Background: an optimization exercise with open tools, aiming at small area, a short achievable clock period and few clock cycles per item. Do not read the settings as production practice. Function was checked by simulation only, so behaviour that the tests miss may differ from the original. Power and IR drop assume default switching activity.

--- flow/constraint.sdc ---
create_clock -name core_clock -period 7.0 [get_ports {clk}]
set_input_delay 1.4000 -clock core_clock [delete_from_list [all_inputs] [get_ports {clk}]]
set_output_delay 1.4000 -clock core_clock [all_outputs]
set_load 0.01 [all_outputs]
--- flow/design.v ---
module std_fifo(rst, clk, push, pop, d, q, full, empty, count, almost_empty, almost_full);
    parameter WIDTH = 8;
    parameter DEPTH = 8;
    parameter DEPTH_ADDR_WIDTH = log2(DEPTH-1);
    parameter ALMOST_EMPTY_COUNT = 1;
    parameter ALMOST_FULL_COUNT = 1;
    input rst;
    input clk;
    input push;
    input pop;
    input [WIDTH-1:0] d;
    output [WIDTH-1:0] q;
    output full;
    output empty;
    output [DEPTH_ADDR_WIDTH:0]count;
    output almost_empty;
    output almost_full;
    reg [WIDTH-1:0] r_q;
    reg [DEPTH_ADDR_WIDTH:0] r_end;
    reg [DEPTH_ADDR_WIDTH:0] r_beg;
    reg [WIDTH-1:0] ram [DEPTH-1:0];
    always @(posedge clk) begin
        if(rst) begin
            r_end <= 0;
            r_beg <= 0;
        end else begin
            r_q <= ram[r_end[DEPTH_ADDR_WIDTH-1:0]];
            if(pop)
                r_end <= r_end + 1;
            if(push) begin
                r_beg <= r_beg + 1;
                ram[r_beg[DEPTH_ADDR_WIDTH-1:0]] <= d;
            end
        end
    end
    assign q = r_q;
    assign empty = (r_end == r_beg);
    assign full = (r_end[DEPTH_ADDR_WIDTH-1:0] == r_beg[DEPTH_ADDR_WIDTH-1:0]) && (r_end[DEPTH_ADDR_WIDTH] != r_beg[DEPTH_ADDR_WIDTH]);
    assign count = r_beg - r_end;
    assign almost_empty = (count < (1+ALMOST_EMPTY_COUNT));
    assign almost_full = (count > (DEPTH-1-ALMOST_FULL_COUNT));
     function integer log2;
    input [31:0] value;
    for (log2=0; value>0; log2=log2+1)
        value = value>>1;
endfunction
endmodule
module arbiter(rst, clk, push, d, full, q, stall, valid, almost_full);
    parameter WIDTH = 8;
    parameter PORTS = 8;
    parameter FIFO_DEPTH = 32;
    parameter ALMOST_FULL_THRESHOLD = 1;
    parameter PORTS_ADDR_WIDTH = log2(PORTS-1);
    parameter FIFO_DEPTH_ADDR_WIDTH = log2(FIFO_DEPTH-1);
    input rst;
    input clk;
    input [0:PORTS-1]push;
    input [WIDTH*PORTS-1:0] d;
    output [0:PORTS-1]full;
    output [WIDTH-1:0] q;
    input stall;
    output valid;
    output [0:PORTS-1] almost_full;
    wire [0:PORTS-1]almost_empty;
    reg [0:PORTS-1]pop;
    wire [0:PORTS-1]empty;
    wire [FIFO_DEPTH_ADDR_WIDTH:0] count[0:PORTS-1];
    wire [WIDTH-1:0] fifo_q[0:PORTS-1];
    reg [WIDTH-1:0]fifo_d[0:PORTS-1];
    integer i, j;
    always @* begin
        for(i = 0; i < PORTS; i = i + 1) begin
            for(j = 0; j < WIDTH; j = j + 1) begin
                fifo_d[i][j] = d[(PORTS - i - 1) * WIDTH + j];
            end
        end
    end
    genvar lane;
    generate
        for(lane = 0; lane < PORTS; lane = lane + 1) begin: fifo_generate
            std_fifo #(.DEPTH(FIFO_DEPTH), .WIDTH(WIDTH), .ALMOST_FULL_COUNT(ALMOST_FULL_THRESHOLD)) fifo(rst, clk, push[lane], pop[lane], fifo_d[lane], fifo_q[lane], full[lane], empty[lane], count[lane], almost_empty[lane], almost_full[lane]);
        end
    endgenerate
    reg [PORTS_ADDR_WIDTH-1:0] processing, next_processing, prev_processing;
    always @* begin
        pop = 0;
        next_processing = processing;
        if(!empty[processing] && !stall)
            pop[processing] = 1;
        if(almost_empty[processing])
            next_processing = processing + 1;
        if(next_processing == PORTS)
            next_processing = 0;
        if(rst)
            next_processing = 0;
    end
    always @(posedge clk) begin
        processing <= next_processing;
        prev_processing <= processing;
    end
    reg r_valid, r_valid2;
    reg [WIDTH-1:0] r_q;
    always @(posedge clk) begin
        r_q = fifo_q[prev_processing];
        r_valid <= |pop;
        r_valid2 <= r_valid;
    end
    assign q = r_q;
    assign valid = r_valid2;
    always @(posedge clk) begin
    end
     function integer log2;
    input [31:0] value;
    for (log2=0; value>0; log2=log2+1)
        value = value>>1;
endfunction
endmodule
module cross_bar(rst, clk, wr_en, d, full, valid, q, stall, almost_full);
    parameter WIDTH = 16;
    parameter IN_PORTS = 8;
    parameter OUT_PORTS = IN_PORTS;
    parameter FIFO_DEPTH = 4;
    parameter IN_PORTS_ADDR_WIDTH = log2(IN_PORTS-1);
    parameter OUT_PORTS_ADDR_WIDTH = log2(OUT_PORTS-1);
    parameter OUT_PORT_ADDR_LSB = 0;
    parameter ALMOST_FULL_THRESHOLD = 1;
    input rst;
    input clk;
    input [0:IN_PORTS-1] wr_en;
    input [WIDTH*IN_PORTS - 1:0]d;
    output reg [0:IN_PORTS-1] full;
    output [0:OUT_PORTS-1] valid;
    output reg [WIDTH*OUT_PORTS-1:0] q;
    input [0:OUT_PORTS-1]stall;
    output reg [0:IN_PORTS-1] almost_full;
    reg [WIDTH-1:0]d_internal [0:IN_PORTS-1];
    wire [WIDTH-1:0] q_internal [0:OUT_PORTS-1];
    integer i, j;
    always @* begin
        for(i = 0; i < IN_PORTS; i = i + 1)
            for(j = 0; j < WIDTH; j = j + 1)
                d_internal[i][j] = d[(IN_PORTS - i - 1)*WIDTH + j];
    end
    always @* begin
        for(i = 0; i < OUT_PORTS; i = i + 1)
            for(j = 0; j < WIDTH; j = j + 1)
                q[(OUT_PORTS - i - 1) * WIDTH+ j] = q_internal[i][j];
    end
    reg [0:IN_PORTS-1]wr_en_internal[0:OUT_PORTS-1];
    wire [0:IN_PORTS-1]full_internal[0:OUT_PORTS-1];
    reg [0:OUT_PORTS-1]full_internal_t[0:IN_PORTS-1];
    wire [0:IN_PORTS-1]almost_full_internal[0:OUT_PORTS-1];
    reg [0:OUT_PORTS-1]almost_full_internal_t[0:IN_PORTS-1];
    always @* begin
        for(i = 0; i < OUT_PORTS; i = i + 1)
            wr_en_internal[i] = 'H0;
        for(i = 0; i < IN_PORTS; i = i + 1)
            if(wr_en[i])
                wr_en_internal[d_internal[i][OUT_PORTS_ADDR_WIDTH+OUT_PORT_ADDR_LSB-1:OUT_PORT_ADDR_LSB]][i] = 1'b1;
    end
    always @* begin
        for(i = 0; i < OUT_PORTS; i = i + 1)
            for(j = 0; j < IN_PORTS; j = j + 1)
                full_internal_t[j][i] = full_internal[i][j];
        for(i = 0; i < IN_PORTS; i = i + 1)
            full[i] = |full_internal_t[i];
    end
    always @* begin
        for(i = 0; i < OUT_PORTS; i = i + 1)
            for(j = 0; j < IN_PORTS; j = j + 1)
                almost_full_internal_t[j][i] = almost_full_internal[i][j];
        for(i = 0; i < IN_PORTS; i = i + 1)
            almost_full[i] = |almost_full_internal_t[i];
    end
    genvar out_lane;
    generate
        for(out_lane = 0; out_lane < OUT_PORTS; out_lane = out_lane + 1) begin: gen_arbiter
            arbiter #(WIDTH, IN_PORTS, FIFO_DEPTH, ALMOST_FULL_THRESHOLD) arb(rst, clk, wr_en_internal[out_lane], d, full_internal[out_lane], q_internal[out_lane], stall[out_lane], valid[out_lane], almost_full_internal[out_lane]);
        end
    endgenerate
    always @(posedge clk) begin
        for(i = 0; i < IN_PORTS; i = i + 1) begin
            if(wr_en[i])
            if(valid[i]) begin
            end
        end
    end
     function integer log2;
    input [31:0] value;
    for (log2=0; value>0; log2=log2+1)
        value = value>>1;
endfunction
endmodule
function integer log2;
    input [31:0] value;
    for (log2=0; value>0; log2=log2+1)
        value = value>>1;
endfunction
--- flow/config.mk ---
export PLATFORM = sky130hd
export DESIGN_NAME = cross_bar
export DESIGN_NICKNAME = cross_bar
export VERILOG_FILES = /design/flow/design.v
export SDC_FILE = /design/flow/constraint.sdc
export NUM_CORES = 4
export LEC_CHECK = 0
export CAP_MARGIN = 20
export CORE_MARGIN = 2
export CORE_UTILIZATION = 40
export SLEW_MARGIN = 20
--- flow/run.sh ---
#!/bin/bash
# synth_recipe.tcl (not shown) runs the flow's synth.tcl, then flattens the netlist and writes it again
# the make line also repeats each setting of config.mk as NAME=value (left out here)
make -C /OpenROAD-flow-scripts/flow DESIGN_CONFIG=/design/flow/config.mk WORK_HOME=/design/flow/orfs CLKGATE_MAP_FILE= SYNTH_SCRIPT=/design/flow/synth_recipe.tcl finish
==> impl_metrics.toml, run 1 <==
[clock_tree]
cts_tree = "built"
cts_max_path_buffers = 4
cts_hold_repair.buffers = 0
cts-root-buf = "clkbuf_16"
cts_buffers = 593
cts.sinks = 5696
htreeDepth = 6
cts.clk_slew.worst_paths_ps = 60
clock_latency_ps = 1140

[place]
io_buffers = 297
place_ws_ps = 1290
gp_congestion = 0.950
dp_hpwl_mm = 487

[pwr]
p_leak_nw = 82.6
power_density_nw_per_um2 = 323
vdd_drop_max_mv = 0.306

[synth]
synth-seq-cells = 5696
synth_top_area_frac = 0.694
seq_area_frac_synth = 0.746
synth_area_leaders = "edfxtp_1, mux4_2, dfxtp_1"
ys_async_sr_fraction = 0
syn_area_per_cell_sq_um = 19.5
syn-cell-area_sq_um = 221000
synth_edf_count = 5120
synthFlopType = "edfxtp_1"
synth_cell_type_count = 88
yosysTopAreaCell = "edfxtp_1"
netlist_instances = 11400
yosysWarnings = 37

[cells_and_area]
layout_common_cells = "edfxtp_1, mux4_2, nor2_1, clkbuf_16, dfxtp_1"
final_common_cell = "edfxtp_1"
drive_above_1_share = 0.199
nets = 12700
area_growth_pct = 14.1

[detailed_routing]
wl_mm = 743
postRouteAntennaNets = 0
wl_per_cell_um = 37.4
drc_errors = 0
first_pass_iters = 6
viasPerCell = 5.97
drt_iter0_markers = 23800
route.vias.total = 119000

[run_status]
outcome = "complete, no violations"

[sta]
relSlewSlack = 0.202
timing.final.ws_setup_ps = 219
period_share = 0.969
slew_viol_final = 0
finalSetupViolations = 0
fmax_ghz = 0.147
skew_ps = 102
final.setup.tns_ps = 0
rsz0062_at_grt = "false"
hold_viol = 0
worstMarginPinSlew_ps = 1190
period_minus_slack_ps = 6780

[critical_path]
path_max_fanout = 19
endpoint_kind = "output port"
critPathArrivalTime_ps = 5380
crit_path_start_kind = "register"
path_class = "reg -> out"
worstPathRequired_ps = 5600

[die]
initial_core_util = 0.401
core_sq_um = 552000
core.rowCount = 273
dieWidth_um = 748
ioPinCount = 298
dieArea_sq_um = 560000
die_y_um = 748

[grt]
grt_max_degree = 155
grt_overflow = 0
grt_pass1_vias = 114000
grt_antenna_before_repair = 167
grt_first_pass_wirelength_mm = 988
grt.total_usage = 0.260

[job]
cap_violations = 0

[min_path]
hold_class = "reg -> reg"
cells by family (layout without fill, tap and decap cells):
| family | Yosys count | in the layout | synth area share |
|---|---|---|---|
| xor gates and xnor gates | 346 | 346 | 0.0171 |
| adders and majority gates | 546 | 546 | 0.0330 |
| and+or+nand+nor | 1796 | 1796 | 0.0404 |
| other | 0 | 57 | 0 |
| buffers and inverters | 879 | 2017 | 0.0157 |
| DFF | 5696 | 5696 | 0.746 |
| AOI/OAI and AO/OA | 732 | 732 | 0.0227 |
| muxes | 1385 | 1385 | 0.125 |
final cells by class:
class / count / area, sq um
clock buffer: 765 / 15800
timing repair buffer: 574 / 4780
fill: 46000 / 299000
inverter: 355 / 1340
clock inverter: 323 / 3450
sequential: 5696 / 165000
antenna: 57 / 143
tap: 7287 / 9120
multi-input combinational: 4805 / 52800
critical path, cell delays in order (launching register included):
cell and delay, ps:
dfxtp_1 310, buf_4 360, inv_1 160, fa_1 540, a21oi_1 300, buf_4 230
o221ai_1 140, or4_1 540, nor4_2 370, nand4b_1 620, clkdlybuf4s50_1 700
final timing paths:
path         slack [ps]                             endpoint  depth (start not counted)                          startpoint
max reg2reg        3270                             register                          9                            register
min                 330  gen_arbiter[3].arb.r_valid2$_DFF_P_                          0  gen_arbiter[3].arb.r_valid$_DFF_P_
max                 220                       almost_full[3]                         10                            register
min reg2reg         330  gen_arbiter[3].arb.r_valid2$_DFF_P_                          0  gen_arbiter[3].arb.r_valid$_DFF_P_
registers in the layout, summed over array words and instances, names as in the netlist:
register	count
gen_arbiter.arb.prev_processing	24
gen_arbiter.arb.r_q	128
gen_arbiter.arb.fifo_generate.fifo.ram	4096
gen_arbiter.arb.r_valid	8
gen_arbiter.arb.processing	24
gen_arbiter.arb.fifo_generate.fifo.r_q	1024
gen_arbiter.arb.fifo_generate.fifo.r_beg	192
gen_arbiter.arb.fifo_generate.fifo.r_end	192
gen_arbiter.arb.r_valid2	8
repair_timing:
item	in CTS	in global routing
endpoints found under the hold margin	0	0
endpoints found under the setup margin	0	1
resized for setup	0	2
setup buffers	0	0
synth_stat cells (11+ instances only):
cell type / number
o22ai_1: 58
and3b_1: 12
o31ai_1: 15
nand2b_1: 48
buf_2: 95
a221oi_1: 69
edfxtp_1: 5120
and2_1: 215
nor4_1: 24
mux2_2: 74
mux4_2: 1091
nand4b_1: 11
xnor3_1: 22
o211ai_1: 12
fa_1: 64
nor2_1: 692
a211oi_1: 27
xor3_1: 28
buf_1: 49
a22o_1: 59
nand3_1: 149
o221ai_1: 22
nand4_1: 97
a21oi_1: 207
xnor2_1: 92
buf_4: 11
nand2_1: 235
a31oi_1: 20
ha_1: 482
dfxtp_1: 576
xor2_1: 201
or3_1: 36
o21ai_0: 115
and4_1: 12
o32ai_1: 23
clkbuf_1: 367
nand3b_1: 13
and3_1: 98
nor2b_1: 68
nor3_1: 51
inv_1: 348
a22oi_1: 11
mux2i_1: 213
power by group:
part / switching [W] / total (W) / internal [W]
Sequential: 0.000747 / 0.0390 / 0.0382
Combinational: 0.00764 / 0.0115 / 0.00383
Clock: 0.0138 / 0.0312 / 0.0174
Total: 0.0222 / 0.0817 / 0.0594
layer usage:
metal,vias up,wire (um),part of all wire,track usage
li1,46500,-,-,-
met3,1203,95800,0.13,0.0562
met1,62700,279000,0.38,0.368
met2,8146,332000,0.45,0.392
met4,28,36500,0.049,0.110
met5,-,172,0.00023,0
per-stage QoR:
stage | total power (W) | utilization | instance area [sq um] | std cells | hold WS [ps]
after floorplan | 0.0450 | - | 221000 | 11400 | 310
after global placement | 0.0510 | 0.422 | 233000 | 18700 | 319
after detailed placement | 0.0511 | 0.423 | 233000 | 18700 | 314
after CTS | 0.0820 | 0.457 | 253000 | 19800 | 335
after global routing | 0.0838 | 0.458 | 253000 | 19800 | 336
final | 0.0817 | 0.458 | 253000 | 19900 | 330
Testbench counts, summed over its fixed seeds: cycles 744, items 4,096.
==> run 2, diff against run 1 <==
==> flow/design.v (replaced) <==
module std_fifo(rst, clk, push, pop, d, q, full, empty, almost_full);
    parameter WIDTH = 16;
    input rst;
    input clk;
    input push;
    input pop;
    input [WIDTH-1:0] d;
    output [WIDTH-1:0] q;
    output full;
    output empty;
    output almost_full;
    reg [WIDTH-1:0] m0, m1;
    reg v0, v1, wp, rp;
    always @(posedge clk) begin
        if (rst) begin
            v0 <= 1'b0;
            v1 <= 1'b0;
            wp <= 1'b0;
            rp <= 1'b0;
        end else begin
            if (push) begin
                wp <= ~wp;
                if (wp) v1 <= 1'b1; else v0 <= 1'b1;
            end
            if (pop) begin
                rp <= ~rp;
                if (rp) v1 <= 1'b0; else v0 <= 1'b0;
            end
        end
    end
    always @(posedge clk) begin
        if (push && !wp) m0 <= d;
        if (push && wp) m1 <= d;
    end
    assign q = rp ? m1 : m0;
    assign full = v0 & v1;
    assign empty = ~(v0 | v1);
    assign almost_full = v0 | v1;
endmodule
module arbiter(req, pri, gnt);
    parameter N = 8;
    input  [0:N-1] req;
    input  [0:N-1] pri;    
    output [0:N-1] gnt;
    wire [0:N-1] hi = req & pri;
    reg  [0:N-1] gnt_hi, gnt_lo;
    reg seen_hi, seen_lo;
    integer k;
    always @* begin
        seen_hi = 1'b0;
        seen_lo = 1'b0;
        for (k = 0; k < N; k = k + 1) begin
            gnt_hi[k] = hi[k] & ~seen_hi;
            gnt_lo[k] = req[k] & ~seen_lo;
            seen_hi = seen_hi | hi[k];
            seen_lo = seen_lo | req[k];
        end
    end
    assign gnt = (|hi) ? gnt_hi : gnt_lo;
endmodule
module cross_bar(rst, clk, wr_en, d, full, valid, q, stall, almost_full);
    parameter WIDTH = 16;
    parameter IN_PORTS = 8;
    parameter OUT_PORTS = IN_PORTS;
    input rst;
    input clk;
    input [0:IN_PORTS-1] wr_en;
    input [WIDTH*IN_PORTS-1:0] d;
    output [0:IN_PORTS-1] full;
    output [0:OUT_PORTS-1] valid;
    output [WIDTH*OUT_PORTS-1:0] q;
    input [0:OUT_PORTS-1] stall;
    output [0:IN_PORTS-1] almost_full;
    localparam AW = 3;
    wire [WIDTH-1:0] head [0:IN_PORTS-1];
    wire [0:IN_PORTS-1] empty;
    wire [0:IN_PORTS-1] pop;
    reg  [0:IN_PORTS-1] req [0:OUT_PORTS-1];
    wire [0:IN_PORTS-1] gnt [0:OUT_PORTS-1];
    reg  [0:OUT_PORTS-1] stall_r;
    reg  [0:IN_PORTS-1] pri;
    reg  [0:OUT_PORTS-1] r_valid;
    reg  [WIDTH-1:AW] r_q [0:OUT_PORTS-1];
    genvar i, o;
    generate
        for (i = 0; i < IN_PORTS; i = i + 1) begin: gen_in
            std_fifo #(.WIDTH(WIDTH)) fifo(rst, clk, wr_en[i] & ~full[i], pop[i],
                d[(IN_PORTS-1-i)*WIDTH +: WIDTH], head[i], full[i], empty[i], almost_full[i]);
        end
    endgenerate
    integer a, b;
    always @* begin
        for (a = 0; a < OUT_PORTS; a = a + 1)
            for (b = 0; b < IN_PORTS; b = b + 1)
                req[a][b] = ~empty[b] & (head[b][AW-1:0] == a) & ~stall_r[a];
    end
    generate
        for (o = 0; o < OUT_PORTS; o = o + 1) begin: gen_out
            arbiter #(.N(IN_PORTS)) arb(req[o], pri, gnt[o]);
        end
        for (i = 0; i < IN_PORTS; i = i + 1) begin: gen_pop
            wire [0:OUT_PORTS-1] g;
            for (o = 0; o < OUT_PORTS; o = o + 1) begin: gen_g
                assign g[o] = gnt[o][i];
            end
            assign pop[i] = |g;
        end
    endgenerate
    always @(posedge clk) begin
        stall_r <= stall;
        if (rst)
            pri <= {IN_PORTS{1'b1}};
        else if (pri[IN_PORTS-2])
            pri <= {1'b0, pri[0:IN_PORTS-2]};
        else
            pri <= {IN_PORTS{1'b1}};
    end
    reg [WIDTH-1:AW] sel;
    always @(posedge clk) begin
        for (a = 0; a < OUT_PORTS; a = a + 1) begin
            r_valid[a] <= ~rst & (|gnt[a]);
            sel = {(WIDTH-AW){1'b0}};
            for (b = 0; b < IN_PORTS; b = b + 1)
                sel = sel | ({(WIDTH-AW){gnt[a][b]}} & head[b][WIDTH-1:AW]);
            r_q[a] <= sel;
        end
    end
    assign valid = r_valid;
    generate
        for (o = 0; o < OUT_PORTS; o = o + 1) begin: gen_q
            assign q[(OUT_PORTS-1-o)*WIDTH +: WIDTH] = {r_q[o], o[AW-1:0]};
        end
    endgenerate
endmodule
function integer log2;
    input [31:0] value;
    for (log2=0; value>0; log2=log2+1)
        value = value>>1;
endfunction
==> run 2 against run 1 <==
  * Still clean
  * Fmax increased by 37%
  * Synthesized area shrank 90%
  * Sequential share of layout area is 25 points lower
  * Non-clock buffer count shrank 235
  * Sequential power is 92% lower
  * Clock skew decreased by 82 ps
  * Utilization increased by 3.6 points
  * Clock power down 92%
  * Setup slack gained 1800 ps
  * Clock-buffer cell count shrank 708
  * Largest cell class unchanged
  * Highest routed layer unchanged
==> impl_metrics.toml, run 2 <==
[clock_tree]
cts_buffers = 47
post_cts_buffers = 0
cts-root-buf = "clkbuf_16"
cts_resized = 0
cts.sinks = 415
cts_hold_repair.buffers = 0
cts_max_path_buffers = 3
cts_tree = "built"
htreeDepth = 2
cts.clk_slew.worst_paths_ps = 60
clock_latency_ps = 620

[cells_and_area]
drive_above_1_share = 0.137
multi_input_area_sq_um = 10400
layout_common_cells = "clkdlybuf4s50_1, edfxtp_1, nand2_1, dfxtp_1, mux2_2"
regArea_sq_um = 10900
fin_cells = 3014
nets = 2415
final_area_sq_um = 27100
fin_util = 0.494
fillers = 4944
final_common_cell = "clkdlybuf4s50_1"
area_growth_pct = 22.8

[critical_path]
worstPathRequired_ps = 7500
crit_chain = "mux2_2 > a211oi_1 > a22oi_1 > nand3_1 > o31a_1 > o2111ai_1 > or4b_1 > mux2_1"
critPathSlowestCell = "dfxtp_2"
reg2reg_slack_ps = 2060
critPathArrivalTime_ps = 5440
cp_slowest_stage_delay_ps = 1010
endpoint_kind = "register"
path_max_fanout = 45
crit_path_start_kind = "register"
path_class = "reg -> reg"

[die]
core_sq_um = 54800
core.rowCount = 86
dieArea_sq_um = 57000
die_y_um = 239
ioPinCount = 298
dieWidth_um = 239
initial_core_util = 0.402

[synth]
synth_top_area_frac = 0.349
ys_top_cells_by_count = "edfxtp_1, dfxtp_1, nand2_1, mux2_2, nand3_1"
synth_cell_type_count = 94
yosysWarnings = 7
yosysTopAreaCell = "edfxtp_1"
syn-cell-area_sq_um = 22000
synth.most_common_cell = "edfxtp_1"
ys_async_sr_fraction = 0
netlist_instances = 2019
synth-seq-cells = 415
seq_area_frac_synth = 0.493
syn_area_per_cell_sq_um = 10.9
synthFlopType = "edfxtp_1"
synth_edf_count = 256
synth_area_leaders = "edfxtp_1, dfxtp_1, mux2_2"

[grt]
grt_first_pass_wirelength_mm = 147
grt_pass1_vias = 19500
grt_max_degree = 49
grt.total_usage = 0.365
grt_overflow = 0
grt_antenna_before_repair = 6

[detailed_routing]
drc_errors = 0
dr_wl_met3_mm = 13.6
route.vias.total = 20900
wl_mm = 107
first_pass_iters = 13
drt_iter0_markers = 4249
wl_per_cell_um = 35.6
dr_wl_met2_mm = 43.7
viasPerCell = 6.93
top_layer_used = "met5"
drt-met1-wl_mm = 46.2
postRouteAntennaNets = 0

[sta]
skew_ps = 20.2
slew_viol_final = 0
final.setup.tns_ps = 0
relSlewSlack = 0.133
finalSetupViolations = 0
hold_viol = 0
rsz0062_at_grt = "false"
worstMarginPinSlew_ps = 1280
fmax_ghz = 0.202
period_minus_slack_ps = 4940
period_share = 0.705

[run_status]
outcome = "complete, no violations"

[place]
io_buffers = 273
place_inst = 2924
postPlaceCellArea_sq_um = 25500
gp_congestion = 1.00
dp_hpwl_mm = 81.6

[pwr]
vdd_drop_max_mv = 0.234
p_leak_nw = 9.41
power_density_nw_per_um2 = 328

[job]
cap_violations = 0

[min_path]
hold_class = "reg -> reg"
==> run 2: worst paths after layout <==
path | to | cells past startpoint | startpoint
max reg2reg | gen_in[0].fifo.rp$_SDFFE_PP0N_ | 8 | gen_in[3].fifo.rp$_SDFFE_PP0N_
min reg2reg | gen_in[7].fifo.v1$_SDFF_PP0_ | 2 | gen_in[7].fifo.v1$_SDFF_PP0_
min | gen_in[7].fifo.v1$_SDFF_PP0_ | 2 | gen_in[7].fifo.v1$_SDFF_PP0_
max | gen_in[0].fifo.rp$_SDFFE_PP0N_ | 8 | gen_in[3].fifo.rp$_SDFFE_PP0N_
==> run 2: worst max-delay path: cells and delay by family, from the launching register on <==
kind               cells  cell delay [ps]
AOI/OAI and AO/OA      4             2120
DFF                    1             1010
muxes                  2              800
and+or+nand+nor        2              890
==> run 2: metrics by stage <==
step	setup slack [ps]	total power, W	hold slack (ps)
2_1_floorplan	3850	0.00482	482
3_3_place_gp	2400	0.00634	496
3_5_place_dp	2330	0.00635	505
4_1_cts	2310	0.00877	514
5_1_grt	2050	0.00910	545
6_report	2060	0.00889	515
==> run 2: cells by family after synthesis <==
family,synth area share
simple gates,0.147
compound gates,0.212
flops,0.493
buf+inv,0.0439
mux,0.0999
xor+xnor,0.00318
other cells,0.000341
==> run 2: metal layers <==
metal	vias to the layer above	GRT usage
met1	10300	0.534
met2	1623	0.514
met4	2	0.118
met3	281	0.104
li1	8663	-
met5	-	0
==> run 2: power breakdown <==
part | internal (W) | leakage, nW | switching [W]
Clock | 0.00134 | 0.744 | 0.00108
Sequential | 0.00296 | 3.71 | 0.000271
Combinational | 0.00116 | 4.96 | 0.00207
==> run 2: final cells by class <==
class / count / area share
inverter: 49 / 0.00680
multi-input combinational: 1417 / 0.384
timing repair buffer: 339 / 0.119
tap: 704 / 0.0325
sequential: 415 / 0.402
clock buffer: 57 / 0.0463
clock inverter: 31 / 0.00966
antenna: 2 / 0.000185
Testbench counts of run 2, summed over its fixed seeds: cycles 917, items 4,096.

==> re-timing with driven ports <==
No port has a modelled driver above. Below, the same layouts with a new extraction and two added sets of constraints.
Step 1 sets driving cells, clkbuf_16 on the clock port and buf_2 on the other inputs (assumed; they add their load-dependent delay and slew).
Step 2, shift: input delay + t, output delay - t, t = (earliest + latest rising clock arrival at the registers) / 2. This alone moves slack from input paths to output paths.
Three values: ideal ports, drivers, drivers and shift; two values: the first two.
run | shift t [ns] | slack for setup (ns) | hold WS [ns] | worst slew at a driven data input, ns | cell pins on the clock port's net
run 1 | 1.214 | 0.219 / 0.095 / 1.308 | 0.330 / 0.330 / 0.330 | 0.28 | 1
run 2 | 0.669 | 2.062 / 2.062 / 2.062 | 0.515 / 0.515 / 0.515 | 0.06 | 1
After both steps setup and hold are still met in every run listed.
